This is an optimization exercise on Yosys and OpenROAD, whose aim is small area, not a production implementation.
No functional check of the RTL was part of any run shown here.
No activity file was given, so power comes from the tool's default toggle rates.

[flow/run.sh]
#!/bin/bash
# synth_recipe.tcl (not shown) runs the flow's synth.tcl, then flattens the netlist and writes it again
# the make line also repeats each setting of config.mk as NAME=value (left out here)
make -C /OpenROAD-flow-scripts/flow DESIGN_CONFIG=/design/flow/config.mk WORK_HOME=/design/flow/orfs CLKGATE_MAP_FILE= SYNTH_SCRIPT=/design/flow/synth_recipe.tcl finish
[flow/config.mk]
export PLATFORM = sky130hd
export DESIGN_NAME = chess
export DESIGN_NICKNAME = chess
export VERILOG_FILES = /design/flow/design.v
export SDC_FILE = /design/flow/constraint.sdc
export NUM_CORES = 4
export LEC_CHECK = 0
export CAP_MARGIN = 20
export CELL_PAD_IN_SITES_DETAIL_PLACEMENT = 0
export CELL_PAD_IN_SITES_GLOBAL_PLACEMENT = 0
export CORE_MARGIN = 2
export CORE_UTILIZATION = 50
export PLACE_DENSITY = 0.6
export SLEW_MARGIN = 20
[flow/constraint.sdc]
create_clock -name core_clock -period 40.0 [get_ports {clk}]
set_input_delay 8.0000 -clock core_clock [delete_from_list [all_inputs] [get_ports {clk}]]
set_output_delay 8.0000 -clock core_clock [all_outputs]
set_load 0.01 [all_outputs]
[flow/design.v]
module debounce(
    input  wire clk,
    input  wire rst,
    input  wire btn,
    output reg  pulse,         
    output wire pulse_next,    
    output wire pulse_next2    
);
    localparam [10:0] TERM  = 11'b100_1110_1001;    
    localparam [10:0] TERM1 = 11'b110_0111_0100;    
    localparam [10:0] INV   = 11'b010_1010_1010;
    reg        a;
    reg [10:0] f;
    wire [10:0] s = f ^ INV;
    wire x    = btn ^ a;           
    wire idle = (s == 11'd0);
    wire term = (s == TERM);
    wire adv  = x & ~term;         
    wire fin  = x & term;          
    assign pulse_next  = ~a & term;
    assign pulse_next2 = ~a & (s == TERM1);
    wire [10:0] sn = adv ? {s[9:0], (s[10] ^ s[8]) | (idle & ~pulse)} : 11'd0;
    always @(posedge clk) begin
        if (rst) begin
            a     <= 1'b0;
            pulse <= 1'b0;
            f     <= INV;
        end else begin
            pulse <= fin & ~a;
            if (fin) a <= ~a;
            f <= sn ^ INV;
        end
    end
endmodule
module chess(
    input  wire       clk,
    input  wire       rst,
    input  wire [4:0] btn,
    output wire       vga_hsync,
    output wire       vga_vsync,
    output wire [2:0] vga_r,
    output wire [2:0] vga_g,
    output wire [1:0] vga_b
);
    genvar i;
    localparam [2:0] P_PAWN = 3'd6, P_KNIGHT = 3'd1, P_BISHOP = 3'd7,
                     P_ROOK = 3'd2, P_QUEEN  = 3'd3,  P_KING   = 3'd5;
    wire [4:0] bp, bn1, bn2;
    generate for (i = 0; i < 5; i = i + 1) begin : DB
        debounce u_db(.clk(clk), .rst(rst), .btn(btn[i]), .pulse(bp[i]),
                      .pulse_next(bn1[i]), .pulse_next2(bn2[i]));
    end endgenerate
    wire btn_c = bp[0], btn_u = bp[1], btn_l = bp[2], btn_r = bp[3], btn_d = bp[4];
    wire rd_pass = bn2[0];                  
    wire rd_cur  = bn1[0] | bp[0];          
    wire steal   = rd_pass | rd_cur;
    reg [2:0] hb;  reg [3:0] ha;  reg [3:0] hk;
    reg [2:0] vb;  reg [3:0] va;  reg [3:0] vk;
    wire hb4 = hb[2] & ~hb[1];
    wire hb3 = hb[2] & hb[1];
    wire hb0 = ~(hb[2] | hb[0]);
    wire vb4 = vb[2] & ~vb[1];
    wire vb0 = ~(vb[2] | vb[0]);
    wire hend  = (hk == 4'd13) & (ha == 4'd4) & hb3;      
    wire vwrap = (vk == 4'd10) & (va == 4'd3) & vb4;      
    always @(posedge clk) begin
        if (rst) begin
            hb <= 3'b100; ha <= 4'd4; hk <= 4'd13;
            vb <= 3'b100; va <= 4'd5; vk <= 4'd9;
        end else begin
            hb <= {hb[1:0], ~(hb[2] | hb[1])};
            if (hb4) begin
                ha <= (ha == 4'd9) ? 4'd0 : ha + 4'd1;
                if (ha == 4'd8) hk <= hk + 4'd1;
            end
            if (hend) begin
                if (vwrap) begin
                    vb <= 3'b000; va <= 4'd9; vk <= 4'd0;
                end else begin
                    vb <= {vb[1:0], ~(vb[2] | vb[1])};
                    if (vb4) begin
                        va <= (va == 4'd9) ? 4'd0 : va + 4'd1;
                        if (va == 4'd8) vk <= vk + 4'd1;
                    end
                end
            end
        end
    end
    assign vga_hsync = ((hk == 4'd10) & (ha >= 4'd6) & (ha <= 4'd8))
                     | (hk == 4'd11)
                     | ((hk == 4'd12) & ((ha == 4'd9) | (ha <= 4'd4) | ((ha == 4'd5) & hb0)));
    assign vga_vsync = ((vk == 4'd8) & (va == 4'd8) & vb4)
                     | ((vk == 4'd9) & (va == 4'd9) & vb0);
    wire hpre = (hk == 4'd15) & (ha == 4'd8) & hb4;     
    wire vpre = vwrap;                                  
    wire in_x = (~hk[3] & ~((hk == 4'd7) & (ha == 4'd8) & hb4)) | hpre;
    wire in_y = (~vk[3] & ~((vk == 4'd7) & (va == 4'd8) & vb4)) | vpre;
    wire [2:0] col = hpre ? 3'd0 : hk[2:0];
    wire [2:0] row = vpre ? 3'd0 : vk[2:0];
    wire bord = ha[3] | ((ha == 4'd7) & hb4) | hpre
              | va[3] | ((va == 4'd7) & vb4) | vpre;
    localparam S_SEL = 2'd0, S_MOVE = 2'd1, S_WRITE = 2'd2, S_ERASE = 2'd3;
    reg [1:0] state;
    reg       player;
    reg [2:0] cr, cc;           
    reg [5:0] sel;
    reg [2:0] sel_type;
    reg [5:0] cprev;            
    reg       legal;
    reg       pass_empty;
    wire [5:0] cursor = {cr, cc};
    function [2:0] back_rank(input integer c);
        back_rank = (c == 0 || c == 7) ? P_ROOK :
                    (c == 1 || c == 6) ? P_KNIGHT :
                    (c == 2 || c == 5) ? P_BISHOP :
                    (c == 3) ? P_QUEEN : P_KING;
    endfunction
    function [3:0] init_sq(input integer k);
        case (k / 8)
            0: init_sq = {1'b1, back_rank(k % 8)};
            1: init_sq = {1'b1, P_PAWN};
            6: init_sq = {1'b0, P_PAWN};
            7: init_sq = {1'b0, back_rank(k % 8)};
            default: init_sq = 4'b0000;
        endcase
    endfunction
    reg [255:0] bq;
    wire       wen = state[1];
    wire [5:0] wa  = state[0] ? sel : cprev;
    wire [3:0] wd  = state[0] ? 4'b0000 : {player, sel_type};
    wire [7:0] rsel, csel;
    generate for (i = 0; i < 8; i = i + 1) begin : DEC
        assign rsel[i] = rst | (wen & (wa[5:3] == i));
        assign csel[i] = rst | (wen & (wa[2:0] == i));
    end endgenerate
    generate for (i = 0; i < 64; i = i + 1) begin : SQ
        always @(posedge clk)
            if (rsel[i/8] & csel[i%8])
                bq[4*i +: 4] <= rst ? init_sq(i) : wd;
    end endgenerate
    wire [5:0] ra = rd_pass ? {player ? 3'd2 : 3'd5, sel[2:0]} :
                    rd_cur  ? cursor : {row, col};
    wire [3:0] port = bq[{ra, 2'b00} +: 4];
    reg [3:0] dcopy;
    always @(posedge clk)
        if (!steal) dcopy <= port;
    wire [3:0] dsq = steal ? dcopy : port;
    wire c_occ   = |port[2:0];
    wire c_own   = c_occ & (port[3] == player);
    wire c_opp   = c_occ & (port[3] != player);
    wire c_empty = ~c_occ;
    wire [2:0] sc = sel[2:0], sr = sel[5:3];
    wire [2:0] dh = (cc >= sc) ? cc - sc : sc - cc;
    wire [2:0] dv = (cr >= sr) ? cr - sr : sr - cr;
    wire fwd  = player ? (cr > sr) : (cr < sr);
    wire home = player ? (sr == 3'd1) : (sr == 3'd6);
    wire h0 = (dh == 3'd0), h1 = (dh == 3'd1), h2 = (dh == 3'd2);
    wire v0 = (dv == 3'd0), v1 = (dv == 3'd1), v2 = (dv == 3'd2);
    reg legal_n;
    always @(*) begin
        case (sel_type)
            P_PAWN:   legal_n = fwd & ((v1 & h0 & c_empty) | (v1 & h1 & c_opp)
                                     | (v2 & h0 & home & c_empty & pass_empty));
            P_KNIGHT: legal_n = (h2 & v1) | (h1 & v2);
            P_BISHOP: legal_n = (dh == dv);
            P_ROOK:   legal_n = h0 | v0;
            P_QUEEN:  legal_n = h0 | v0 | (dh == dv);
            P_KING:   legal_n = (h0 | h1) & (v0 | v1);
            default:  legal_n = 1'b0;
        endcase
    end
    always @(posedge clk) begin
        legal <= legal_n;
        cprev <= cursor;
        if (rd_pass) pass_empty <= ~|port[2:0];
        if (rst) begin
            state  <= S_SEL;
            player <= 1'b0;
            cr     <= 3'd6;
            cc     <= 3'd4;
        end else begin
            case (state)
                S_SEL:
                    if (btn_c & c_own) begin
                        state    <= S_MOVE;
                        sel      <= cursor;
                        sel_type <= port[2:0];
                    end
                S_MOVE:
                    if (btn_c) begin
                        if (~c_own & legal)
                            state <= S_WRITE;
                        else if (c_own) begin
                            sel      <= cursor;
                            sel_type <= port[2:0];
                        end else
                            state <= S_SEL;
                    end
                S_WRITE: state <= S_ERASE;
                S_ERASE: begin
                    state  <= S_SEL;
                    player <= ~player;
                end
            endcase
            if      (btn_l && cc != 3'd0) cc <= cc - 3'd1;
            else if (btn_r && cc != 3'd7) cc <= cc + 3'd1;
            else if (btn_u && cr != 3'd0) cr <= cr - 3'd1;
            else if (btn_d && cr != 3'd7) cr <= cr + 3'd1;
        end
    end
    reg art;
    always @(*) begin
        case ({dsq[2:0], va[2:0], ha[2:0]})
            9'd67: art = 1'b1;
            9'd68: art = 1'b1;
            9'd73: art = 1'b1;
            9'd74: art = 1'b1;
            9'd75: art = 1'b1;
            9'd76: art = 1'b1;
            9'd77: art = 1'b1;
            9'd80: art = 1'b1;
            9'd81: art = 1'b1;
            9'd82: art = 1'b1;
            9'd83: art = 1'b1;
            9'd84: art = 1'b1;
            9'd85: art = 1'b1;
            9'd86: art = 1'b1;
            9'd88: art = 1'b1;
            9'd89: art = 1'b1;
            9'd90: art = 1'b1;
            9'd92: art = 1'b1;
            9'd93: art = 1'b1;
            9'd94: art = 1'b1;
            9'd95: art = 1'b1;
            9'd101: art = 1'b1;
            9'd102: art = 1'b1;
            9'd103: art = 1'b1;
            9'd107: art = 1'b1;
            9'd108: art = 1'b1;
            9'd109: art = 1'b1;
            9'd110: art = 1'b1;
            9'd111: art = 1'b1;
            9'd114: art = 1'b1;
            9'd115: art = 1'b1;
            9'd116: art = 1'b1;
            9'd117: art = 1'b1;
            9'd118: art = 1'b1;
            9'd119: art = 1'b1;
            9'd121: art = 1'b1;
            9'd122: art = 1'b1;
            9'd123: art = 1'b1;
            9'd124: art = 1'b1;
            9'd125: art = 1'b1;
            9'd126: art = 1'b1;
            9'd137: art = 1'b1;
            9'd139: art = 1'b1;
            9'd140: art = 1'b1;
            9'd142: art = 1'b1;
            9'd145: art = 1'b1;
            9'd146: art = 1'b1;
            9'd147: art = 1'b1;
            9'd148: art = 1'b1;
            9'd149: art = 1'b1;
            9'd150: art = 1'b1;
            9'd154: art = 1'b1;
            9'd155: art = 1'b1;
            9'd156: art = 1'b1;
            9'd157: art = 1'b1;
            9'd163: art = 1'b1;
            9'd164: art = 1'b1;
            9'd171: art = 1'b1;
            9'd172: art = 1'b1;
            9'd178: art = 1'b1;
            9'd179: art = 1'b1;
            9'd180: art = 1'b1;
            9'd181: art = 1'b1;
            9'd185: art = 1'b1;
            9'd186: art = 1'b1;
            9'd187: art = 1'b1;
            9'd188: art = 1'b1;
            9'd189: art = 1'b1;
            9'd190: art = 1'b1;
            9'd201: art = 1'b1;
            9'd203: art = 1'b1;
            9'd205: art = 1'b1;
            9'd207: art = 1'b1;
            9'd209: art = 1'b1;
            9'd211: art = 1'b1;
            9'd213: art = 1'b1;
            9'd215: art = 1'b1;
            9'd217: art = 1'b1;
            9'd219: art = 1'b1;
            9'd221: art = 1'b1;
            9'd223: art = 1'b1;
            9'd225: art = 1'b1;
            9'd227: art = 1'b1;
            9'd229: art = 1'b1;
            9'd231: art = 1'b1;
            9'd233: art = 1'b1;
            9'd234: art = 1'b1;
            9'd235: art = 1'b1;
            9'd236: art = 1'b1;
            9'd237: art = 1'b1;
            9'd238: art = 1'b1;
            9'd239: art = 1'b1;
            9'd241: art = 1'b1;
            9'd242: art = 1'b1;
            9'd243: art = 1'b1;
            9'd244: art = 1'b1;
            9'd245: art = 1'b1;
            9'd246: art = 1'b1;
            9'd247: art = 1'b1;
            9'd249: art = 1'b1;
            9'd250: art = 1'b1;
            9'd251: art = 1'b1;
            9'd252: art = 1'b1;
            9'd253: art = 1'b1;
            9'd254: art = 1'b1;
            9'd255: art = 1'b1;
            9'd323: art = 1'b1;
            9'd324: art = 1'b1;
            9'd329: art = 1'b1;
            9'd330: art = 1'b1;
            9'd331: art = 1'b1;
            9'd332: art = 1'b1;
            9'd333: art = 1'b1;
            9'd334: art = 1'b1;
            9'd339: art = 1'b1;
            9'd340: art = 1'b1;
            9'd347: art = 1'b1;
            9'd348: art = 1'b1;
            9'd354: art = 1'b1;
            9'd355: art = 1'b1;
            9'd356: art = 1'b1;
            9'd357: art = 1'b1;
            9'd361: art = 1'b1;
            9'd362: art = 1'b1;
            9'd363: art = 1'b1;
            9'd364: art = 1'b1;
            9'd365: art = 1'b1;
            9'd366: art = 1'b1;
            9'd369: art = 1'b1;
            9'd370: art = 1'b1;
            9'd371: art = 1'b1;
            9'd372: art = 1'b1;
            9'd373: art = 1'b1;
            9'd374: art = 1'b1;
            9'd378: art = 1'b1;
            9'd379: art = 1'b1;
            9'd380: art = 1'b1;
            9'd381: art = 1'b1;
            9'd419: art = 1'b1;
            9'd420: art = 1'b1;
            9'd426: art = 1'b1;
            9'd427: art = 1'b1;
            9'd428: art = 1'b1;
            9'd429: art = 1'b1;
            9'd433: art = 1'b1;
            9'd434: art = 1'b1;
            9'd435: art = 1'b1;
            9'd436: art = 1'b1;
            9'd437: art = 1'b1;
            9'd438: art = 1'b1;
            9'd441: art = 1'b1;
            9'd442: art = 1'b1;
            9'd443: art = 1'b1;
            9'd444: art = 1'b1;
            9'd445: art = 1'b1;
            9'd446: art = 1'b1;
            9'd459: art = 1'b1;
            9'd460: art = 1'b1;
            9'd466: art = 1'b1;
            9'd467: art = 1'b1;
            9'd468: art = 1'b1;
            9'd469: art = 1'b1;
            9'd474: art = 1'b1;
            9'd475: art = 1'b1;
            9'd476: art = 1'b1;
            9'd477: art = 1'b1;
            9'd483: art = 1'b1;
            9'd484: art = 1'b1;
            9'd491: art = 1'b1;
            9'd492: art = 1'b1;
            9'd498: art = 1'b1;
            9'd499: art = 1'b1;
            9'd500: art = 1'b1;
            9'd501: art = 1'b1;
            9'd504: art = 1'b1;
            9'd505: art = 1'b1;
            9'd506: art = 1'b1;
            9'd509: art = 1'b1;
            9'd510: art = 1'b1;
            9'd511: art = 1'b1;
            default: art = 1'b0;
        endcase
    end
    wire is_cur = (cursor == {row, col});
    wire is_sel = (state == S_MOVE) & (sel == {row, col});
    wire dark   = row[0] ^ col[0];
    reg [2:0] code;
    always @(posedge clk) begin
        if (rst | ~(in_x & in_y))
            code <= 3'b000;
        else if (bord)
            code <= is_cur ? 3'b001 : is_sel ? 3'b010 : dark ? 3'b100 : 3'b110;
        else if (art)
            code <= dsq[3] ? 3'b101 : 3'b011;
        else
            code <= dark ? 3'b100 : 3'b110;
    end
    assign vga_r = {code[1] | (code[2] & ~code[0]), code[1], code[2] | code[1]};
    assign vga_g = {code[1] & (code[2] | code[0]), code[1] & (code[2] | code[0]),
                    code[0] & (code[2] | code[1])};
    assign vga_b = {code[2] ? code[1] : code[0], code[0]};
endmodule
==> results of run 1 <==
-- layout make-up --
cell class                 count  share of cell area
clock inverter                26              0.0110
timing repair buffer          40              0.0174
tap                          455              0.0296
multi-input combinational   1028               0.347
sequential                   376               0.530
clock buffer                  48              0.0569
inverter                      43             0.00846
-- power by group --
part / internal [mW] / leakage (nW) / switching (mW)
combinational: 0.00933 / 2.80 / 0.0222
clock: 0.210 / 0.640 / 0.158
sequential: 0.427 / 3.40 / 0.00463
total: 0.646 / 6.83 / 0.185
-- state kept, by name, indices dropped and copies added (netlist names), 3 cells and up, named ones only --
| name | cells |
|---|---|
| cr | 3 |
| DB.u_db.a | 5 |
| hb | 3 |
| cprev | 6 |
| DB.u_db.pulse | 5 |
| hk | 4 |
| vk | 4 |
| vb | 3 |
| bq | 256 |
| sel_type | 3 |
| code | 3 |
| va | 4 |
| DB.u_db.f | 55 |
| ha | 4 |
| cc | 3 |
| sel | 6 |
| dcopy | 4 |
-- routing by layer --
| layer | vias up | global-route usage |
|---|---|---|
| met4 | 0 | 0.100 |
| li1 | 5807 | - |
| met5 | - | 0 |
| met3 | 128 | 0.0683 |
| met2 | 632 | 0.419 |
| met1 | 6343 | 0.404 |
-- stage by stage --
stage | total power, mW | std cells | hold slack (ps)
CTS | 0.835 | 2016 | 384
global placement | 0.470 | 1942 | 364
global route | 0.855 | 2016 | 386
detailed placement | 0.471 | 1942 | 370
finish | 0.831 | 2016 | 377
floorplan | 0.459 | 1538 | 358
-- worst max path at each step --
stage	endpoint	slack, ps	depth (start not counted)
4_1_cts	vga_hsync	29180	8
3_5_place_dp	vga_hsync	29800	8
3_3_place_gp	vga_hsync	29820	8
5_1_grt	vga_hsync	28980	8
2_1_floorplan	sel[0]	30250	3
6_report	vga_hsync	29190	8
-- logic make-up after synthesis --
| kind of cell | share of synthesized area |
|---|---|
| simple gates | 0.158 |
| mux | 0.0308 |
| buf+inv | 0.0362 |
| compound gates | 0.151 |
| flops | 0.584 |
| xor+xnor | 0.0166 |
| fa+ha+maj | 0.0234 |
-- cells in the final DEF, fill, tap and decap left out, types with 8 or more instances in the layout --
master and instances:
edfxtp_1 266, nor2_1 155, nand2_1 134, dfxtp_1 110, nand3_1 58, a21oi_1 56, and3_1 55, o21ai_0 48
clkbuf_16 42, a211oi_1 41, inv_1 40, mux2i_1 40, nor3_1 30, a31oi_1 28, xnor2_1 25, buf_4 24
ha_1 23, and2_1 22, o211ai_1 17, clkdlybuf4s50_1 15, nand2b_1 14, a21o_1 14, o22ai_1 14, a2111oi_0 13
clkinv_2 11, a211o_1 11, a32oi_1 10, nand4b_1 9, nor4_1 9, mux2_2 9, o32ai_1 9, or3_1 8
a221o_1 8, o21a_1 8, a32o_1 8, nand4_1 8, nor2b_1 8, xor2_1 8
-- critical path, stage by stage, from the launching register on --
cell and delay (ps):
dfxtp_1 560, inv_1 240, ha_1 260, nand3b_1 150, o21ai_0 150, a21oi_1 170
o22ai_1 80, and2_1 170, clkdlybuf4s50_1 470
==> flow_summary.ini, run 1 <==
[status]
status = no timing/DRC/antenna violations

[synthesis]
yosysTopAreaCellShare = 0.458
syn_inst = 1538
ys_top_cells_by_count = edfxtp_1 (266), nor2_1 (155), nand2_1 (134), dfxtp_1 (110), a21oi_1 (59)
synth.most_common_cell = edfxtp_1
syn_area_per_cell_um2 = 11.3
netlist_top_cells_area = edfxtp_1 (46%), dfxtp_1 (13%), nor2_1 (3.3%)
mappedNetlistArea_um2 = 17400
synth_warnings = 2
synth_fp_nets = 1574
synth-async-reset-ratio = 0
synth_edf_count = 266
synth_cell_types = 91
synth_ff_type = edfxtp_1
synth_top_cell_by_area = edfxtp_1
seq_area_frac_synth = 0.584
ys_seq_elements = 376

[finish]
multiInputGateArea_um2 = 6660
design_area_um2 = 19200
finalNetCount = 1565
seq_area_um2 = 10200
fillCellCount = 3011
final_core_util = 0.558
syn_to_final_growth_pct = 10.2
drive_above_1_share = 0.0910
diodes = 0

[sta]
drv_slew = 0
slew_headroom = 0.218
fmax_mhz = 92.5
setup_ws_ps = 29190
hold_violations = 0
setup_viol = 0
fin_setup_tns_ps = 0
finalCritPeriodShare = 0.270
worst_pin_slew_ps = 1170
fin_skew_ps = 18.5
rsz0062_at_grt = no
min_period_ps = 10810

[hold_path]
hold_path.class = reg -> reg
min_from = DB[2].u_db.f[4]
worstHoldPathCells = 1
min_to = DB[2].u_db.f[5]

[place]
place_ws_ps = 29800
port_buffers = 16
place_area_um2 = 17900
gp_congestion = 0.890
place_hpwl_um = 33500

[drt]
first_pass_iters = 6
viasPerCell = 6.40
route.met3.wl_um = 4900
highest_layer = met4
vias = 12900
totalWireLength_um = 51300
met2WireLength_um = 22300
wl_per_cell_um = 25.4
drt_iter0_markers = 1210
antenna_left = 0
met1_length_um = 22300
drc = 0

[power]
power_density_nw_per_um2 = 43.2
ir_worst_vdd_mv = 0.0300
p_leak_nw = 6.83

[worst_setup_path]
cp.arrival_ps = 2810
r2r_cells = 14
rrSetupSlack_ps = 33620
critPathLaunchType = flop
crit_start = ha[2]
cp_max_fo = 12
crit_path_end_kind = output port
r2r-end = sel[4]
cp_data_required_time_ps = 32000
path_class = reg -> out
rr_startpoint = DB[0].u_db.f[8]

[clock_tree]
cts_hold_buf = 0
cts_sinks = 376
ctsResizeCount = 0
clock-root-buffer = clkbuf_16
htree_num_levels = 2
clk_pin_slew_ps = 60
clock_path_buffers = 3
cts_tree = done
insertion_delay_ps = 570
cts_setup_buffers = 0
numCtsBuffers = 40

[floorplan]
core_um2 = 34500
initial_core_util = 0.506
ios = 17
rows = 68
design.die.area_um2 = 36400
fp.dieH_um = 191
die_x_um = 191

[grt]
grt_pass1_wl_um = 76500
grt_max_degree = 66
grt_use_total = 0.282
grt_antenna_before_repair = 0
grt_overflow = 0
grt_pass1_vias = 12100

[run]
drv_cap = 0
==> run 2: changes to the inputs <==
--- a/flow/config.mk
+++ b/flow/config.mk
@@ -10,5 +10,6 @@
 export CELL_PAD_IN_SITES_GLOBAL_PLACEMENT = 0
 export CORE_MARGIN = 2
 export CORE_UTILIZATION = 50
+export CTS_BUF_LIST = sky130_fd_sc_hd__clkbuf_4
 export PLACE_DENSITY = 0.6
 export SLEW_MARGIN = 20
==> run 2 against run 1 <==
Flip-flop and latch count stayed put. Sequential share of layout area is 0.093 points higher. Utilization is 0.098 points lower. Critical path depth stayed put. Clock power is 8.2% lower. Die area stayed put. First-iteration DRC count is 26% higher. Fmax is 2.0% lower. Design area is 0.18% lower. Synthesized cell count stayed put. Final cell count is 5.1% higher. Clock-buffer cell count is 83 higher. Critical path type unchanged. Critical endpoint unchanged. Largest power group unchanged. Highest routed layer unchanged.
==> flow_summary.ini, run 2 <==
[sta]
rsz0062_at_grt = no
hold_slack_ps = 377
hold_violations = 0
min_period_ps = 11020
slew_headroom = 0.228
worst_pin_slew_ps = 1160
fmax_mhz = 90.7
drv_slew = 0
setup_viol = 0
finalCritPeriodShare = 0.276
fin_skew_ps = 62.9
fin_setup_tns_ps = 0

[finish]
syn_to_final_growth_pct = 10.1
finalNetCount = 1622
multiInputGateArea_um2 = 6660
drive_above_1_share = 0.132
seq_area_um2 = 10200
top_register = bq
final_cell_mix = edfxtp_1 (266), nor2_1 (155), nand2_1 (134)
largestRegisters = bq x256, DB.u_db.f x55
mostFrequentLayoutCell = edfxtp_1
final_core_util = 0.557
largest_register_ffs = 256
final_cells = 2119
fillCellCount = 3039

[status]
status = no timing/DRC/antenna violations

[synthesis]
synth-async-reset-ratio = 0
ys_seq_elements = 376
synth_edf_count = 266
synth_top_cell_by_area = edfxtp_1
synth_ff_type = edfxtp_1
yosysTopAreaCellShare = 0.458
syn_inst = 1538
mappedNetlistArea_um2 = 17400
syn_area_per_cell_um2 = 11.3
synth_warnings = 2
synth_fp_nets = 1574
synth.most_common_cell = edfxtp_1
seq_area_frac_synth = 0.584
synth_cell_types = 91
netlist_top_cells_area = edfxtp_1 (46%), dfxtp_1 (13%), nor2_1 (3.3%)
ys_top_cells_by_count = edfxtp_1 (266), nor2_1 (155), nand2_1 (134), dfxtp_1 (110), a21oi_1 (59)

[drt]
vias = 13300
antenna_left = 0
drc = 0
wl_per_cell_um = 24.4
totalWireLength_um = 51600
viasPerCell = 6.29
first_pass_iters = 9
drt_iter0_markers = 1525

[clock_tree]
ctsResizeCount = 0
htree_num_levels = 3
clock_path_buffers = 3
cts_sinks = 376
cts_hold_buf = 0
numCtsBuffers = 97
clk_pin_slew_ps = 60
clock-root-buffer = clkbuf_4
insertion_delay_ps = 830
cts_tree = done
cts_setup_buffers = 0

[power]
power_mw = 0.801
power_density_nw_per_um2 = 41.7
intPower_mw = 0.615
swShare = 0.233
p_sw_mw = 0.186
ir_worst_vdd_mv = 0.0247
combPwrFrac = 0.039
p_leak_nw = 6.93
p_seq_frac = 0.539
clkPwrFrac = 0.422

[place]
place_hpwl_um = 33500
gp_congestion = 0.890
port_buffers = 16
dp_cells = 1942

[worst_setup_path]
critical-path-slowest-cell = dfxtp_1
critPathLaunchType = flop
crit_path_end_kind = output port
crit_chain = inv_1 -> ha_1 -> nand3b_1 -> o21ai_0 -> a21oi_1 -> o22ai_1 -> and2_1 -> clkdlybuf4s50_1
path_class = reg -> out
cpLargestDelayFamily = buffers and inverters
cp.arrival_ps = 3020
cp_max_fo = 12
cp_data_required_time_ps = 32000
cpPeakStageDelay_ps = 560
cp_num_buf_inv = 2

[floorplan]
fp.dieH_um = 191
core_um2 = 34500
design.die.area_um2 = 36400
rows = 68
ios = 17
initial_core_util = 0.506
die_x_um = 191

[grt]
grt_pass1_vias = 12600
grt_antenna_before_repair = 1
grt_overflow = 0
grt_pass1_wl_um = 77100
grt_use_total = 0.286
grt_max_degree = 66

[hold_path]
hold_path.class = reg -> reg

[run]
drv_cap = 0
==> run 2: power groups by stage <==
stage	clock network (mW)	logic (mW)	registers, mW
after floorplan	0	0.0213	0.437
after global placement	0	0.0305	0.439
after detailed placement	0	0.0309	0.440
after CTS	0.345	0.0310	0.431
after global routing	0.363	0.0343	0.432
final	0.338	0.0315	0.431
==> run 2: layout make-up <==
cell class	count	area share
inverters	43	0.00847
well taps	455	0.0297
clock inverters	45	0.0149
flip-flops and latches	376	0.531
multi-input cells	1028	0.347
clock buffers	131	0.0512
repair buffers	40	0.0175
diodes	1	0.000130
==> run 2: final timing paths <==
check                   from         endpoint  slack [ps]  cells after the start
max                    ha[2]        vga_hsync       28980                      8
min reg2reg  DB[1].u_db.f[2]  DB[1].u_db.f[3]         380                      1
min          DB[1].u_db.f[2]  DB[1].u_db.f[3]         380                      1
max reg2reg  DB[0].u_db.f[8]           sel[3]       33510                     14
==> run 2: logic make-up after synthesis <==
group,share of synthesized area
AOI/OAI and AO/OA,0.151
xor gates and xnor gates,0.0166
adders and majority gates,0.0234
buffers and inverters,0.0362
DFF,0.584
muxes,0.0308
and+or+nand+nor,0.158
==> run 2: routing by layer <==
metal,global-route usage,wire length (um),vias up,part of all wire
met5,0,0,-,0
met4,0.132,2100,0,0.041
met3,0.0758,5320,154,0.10
met2,0.414,22000,689,0.43
met1,0.401,22200,6507,0.43
li1,-,-,5987,-
==> run 2: per-stage QoR <==
| step | setup slack, ps | area [um2] |
|---|---|---|
| CTS | 28930 | 19200 |
| finish | 28980 | 19200 |
| detailed placement | 29800 | 17900 |
| floorplan | 30250 | 17400 |
| global placement | 29820 | 17900 |
| global route | 28750 | 19200 |

[static timing again, ports no longer ideal]
The flow's constraints put no driver on any port. The routed layouts listed below were extracted and timed again, unchanged, in two steps.
Step 1 (the two cells are an assumption about what drives the block):
set clk [get_ports {clk}]
set_driving_cell -lib_cell sky130_fd_sc_hd__clkbuf_16 $clk
set_driving_cell -lib_cell sky130_fd_sc_hd__buf_2 [delete_from_list [all_inputs] $clk]
Step 2 also shifts input and output timing later by t, the mid clock arrival at the registers, as if the neighbouring blocks saw the same clock.
Three values: ideal, step 1, step 2; two values: the first two.
run | shift t [ns] | setup slack, ns | worst register clock-pin slew, ns | worst data-port slew with drivers (ns) | cell pins on the clock port's net
run 1 | 0.609 | 29.193 / 29.139 / 29.748 | 0.07 / 0.07 | 0.03 | 1
run 2 | 0.844 | 28.977 / 28.928 / 29.772 | 0.08 / 0.08 | 0.03 | 1
After both steps setup and hold are still met in every run listed.
